Background: an optimization exercise with open tools, aiming at a short achievable clock period and few clock cycles. Do not read the settings as production practice.
Where RTL was checked, it was by simulation tests only, not by an equivalence proof against the original.
Power figures rest on the tool's default switching activity, not on a simulated workload.

Setup of run E:
==> module add_w, before the edit <==
module add_w #(
  parameter int W = 32
) (
  input wire [W-1:0] a,
  input wire [W-1:0] b,
  input wire cin,
  output wire [W:0] s
);
  localparam int L = $clog2(W + 1);
  logic [W:0] g [0:L];
  logic [W:0] p [0:L];
  always_comb begin
    g[0][0] = cin;
    p[0][0] = 1'b0;
    for (int i = 0; i < W; i++) begin
      g[0][i + 1] = a[i] & b[i];
      p[0][i + 1] = a[i] ^ b[i];
    end
    for (int l = 0; l < L; l++) begin
      for (int i = 0; i <= W; i++) begin
        if (i >= (1 << l)) begin
          g[l + 1][i] = g[l][i] | (p[l][i] & g[l][i - (1 << l)]);
          p[l + 1][i] = p[l][i] & p[l][i - (1 << l)];
        end else begin
          g[l + 1][i] = g[l][i];
          p[l + 1][i] = p[l][i];
        end
      end
    end
  end
  for (genvar i = 0; i < W; i++) begin : sum
    assign s[i] = a[i] ^ b[i] ^ g[L][i];
  end
  assign s[W] = g[L][W];
endmodule
Settings: LEC_CHECK=0, CAP_MARGIN=20, CELL_PAD_IN_SITES_DETAIL_PLACEMENT=1, CELL_PAD_IN_SITES_GLOBAL_PLACEMENT=1, CORE_MARGIN=2, CORE_UTILIZATION=40, SLEW_MARGIN=20, SYNTH_HIERARCHICAL=1; clock period 16.0 ns.
standard.sh (not shown) runs the stock make flow with config.mk's settings and CLKGATE_MAP_FILE= SYNTH_SCRIPT=/design/flow/synth_recipe.tcl, a recipe that flattens the netlist after the stock synthesis.
==> flow/flow/run.sh <==
#!/bin/bash
# Standard layout (the standard flow's own synthesis and ORFS steps), with timing repair
# aimed below the clock period: repair_timing treats paths with less than
# SETUP_SLACK_MARGIN of slack as violating. The SDC is the standard flow's, unchanged.
set -uo pipefail
bash standard.sh SETUP_SLACK_MARGIN=11.5 finish > standard_flow.log 2>&1
status=$?
cp -r orfs/logs . 2>/dev/null || true
exit $status
For run A, these inputs were changed with respect to run E:
--- a/flow/design.v
+++ b/flow/design.v
@@ -476,7 +476,8 @@
   input wire cin,
   output wire [W:0] s
 );
-  localparam int L = $clog2(W + 1);
+  localparam int L = (W + 1 <= 2) ? 1 : (W + 1 <= 4) ? 2 : (W + 1 <= 8) ? 3 :
+                     (W + 1 <= 16) ? 4 : (W + 1 <= 32) ? 5 : 6;
   logic [W:0] g [0:L];
   logic [W:0] p [0:L];
   always_comb begin
Results
Comparing run A against run E, there is no change at all in final cell count without fillers.
Between run E and run A, the difference in data arrival at the endpoint of the critical path is negligible.
From run E to run A the numbers moved as follows: setup slack has remained practically unchanged; area growth from synthesis to layout has remained practically unchanged; number of buffers outside the clock class in the layout has remained practically unchanged; post-layout minimum cycle time has remained practically unchanged; combinational-cell power consumption has remained practically unchanged.
Between run E and run A, the difference in utilization is negligible.
Run A vs. run E: global routing met1 resource utilization neither gained nor lost much, sequential cell area neither gained nor lost much, clock network fraction of design power neither gained nor lost much.
Diff run A..run E | wire length | unchanged
Testbench counts of run A, summed over its fixed seeds: cycles 80,602.
No functional check of the RTL was part of run E.

---

## gamma
Another version of the RTL of riscv_top (not shown whole).
Size: about 6800 cells after synthesis, about 1600 flip-flops.
Settings: LEC_CHECK=0, CAP_MARGIN=20, CELL_PAD_IN_SITES_DETAIL_PLACEMENT=2, CELL_PAD_IN_SITES_GLOBAL_PLACEMENT=2, CORE_MARGIN=2, CORE_UTILIZATION=25, SLEW_MARGIN=20; clock period 16.0 ns.
run.sh (not shown) runs the stock make flow with config.mk's settings and CLKGATE_MAP_FILE= SYNTH_SCRIPT=/design/flow/synth_recipe.tcl, a recipe that flattens the netlist after the stock synthesis.
Stock flow here: none of the scripts above is used.
Testbench counts of gamma, summed over its fixed seeds: cycles 95,510.
What epsilon does differently from gamma at the input level:
--- a/flow/design.v
+++ b/flow/design.v
@@ -95,19 +95,17 @@
                                d_opr || d_load || d_csr);
   wire [31:0] a = e_fwd_a ? w_result : e_a;
   wire [31:0] b = e_fwd_b ? w_result : e_b;
   wire [31:0] sd = e_fwd_sd ? w_result : e_sd;
   wire [32:0] diff = {1'b0, a} - {1'b0, b};
   wire ltu = diff[32];
   wire lt = (a[31] ^ b[31]) ? a[31] : diff[32];
   wire eq = a == b;
-  wire signed [31:0] a_s = a;
-  wire signed [31:0] sra_s = a_s >>> b[4:0];
-  wire [31:0] sra_out = sra_s;
+  wire [31:0] sra_out = $signed(a) >>> b[4:0];
   logic [31:0] alu_out;
   always_comb begin
     case (e_f3)
       3'b000: alu_out = e_sub ? diff[31:0] : a + b;
       3'b001: alu_out = a << b[4:0];
       3'b010: alu_out = {31'd0, lt};
       3'b011: alu_out = {31'd0, ltu};
       3'b100: alu_out = a ^ b;
Findings:
Across gamma and epsilon, the outcome is the same: a clean finish for every run.
Compared with gamma, in epsilon number of buffers and inverters on the critical path did not really move, count of flip-flops and latches did not really move.
gamma → epsilon: final RePlAce weighted congestion barely changed, clock buffer count in the final layout barely changed, cell area after synthesis barely changed, power barely changed, antenna diode instance count barely changed.
On clock power, gamma tracks epsilon almost exactly.
Comparing epsilon against gamma, there is no change at all in wire length of the first global-routing pass.
The worst setup slack was comparable across gamma and epsilon.
Status: number of logic stages on the critical path including buffering parity (epsilon, gamma)
Comparing epsilon against gamma, there is no change at all in design area.
The RTL of epsilon was laid out without a check of its function.

[afterwards: timing with drivers on the ports]
The results above use ideal ports. As a check the final layouts listed here were re-extracted and re-timed, cells and wires unchanged. Step 1 (the two cells are an assumption about what drives the block):
set clk [get_ports {clk}]
set_driving_cell -lib_cell sky130_fd_sc_hd__clkbuf_16 $clk
set_driving_cell -lib_cell sky130_fd_sc_hd__buf_2 [delete_from_list [all_inputs] $clk]
Step 2 adds t to the input delays and takes it off the output delays; t is the mean of the earliest and latest rising clock arrival at the registers after step 1. Input paths then give back, and output paths get back, about the clock's delay inside the block. a / b / c = ideal / step 1 / step 2; a / b = the first two.
run	t (ns)	setup WS [ns]	worst hold slack (ns)	worst setup path at the end	slew at the worst register clock pin (ns)
run E	1.092	10.373 / 10.228 / 9.136	0.287 / 0.287 / 0.287	input to register	0.08 / 0.08
run A	1.092	10.373 / 10.228 / 9.136	0.287 / 0.287 / 0.287	input to register	0.08 / 0.08
gamma	0.978	7.818 / 7.818 / 7.818	0.378 / 0.378 / 0.378	register to register	0.09 / 0.09
epsilon	0.978	7.818 / 7.818 / 7.818	0.378 / 0.378 / 0.378	register to register	0.09 / 0.09
After both steps every run listed still meets setup and hold.
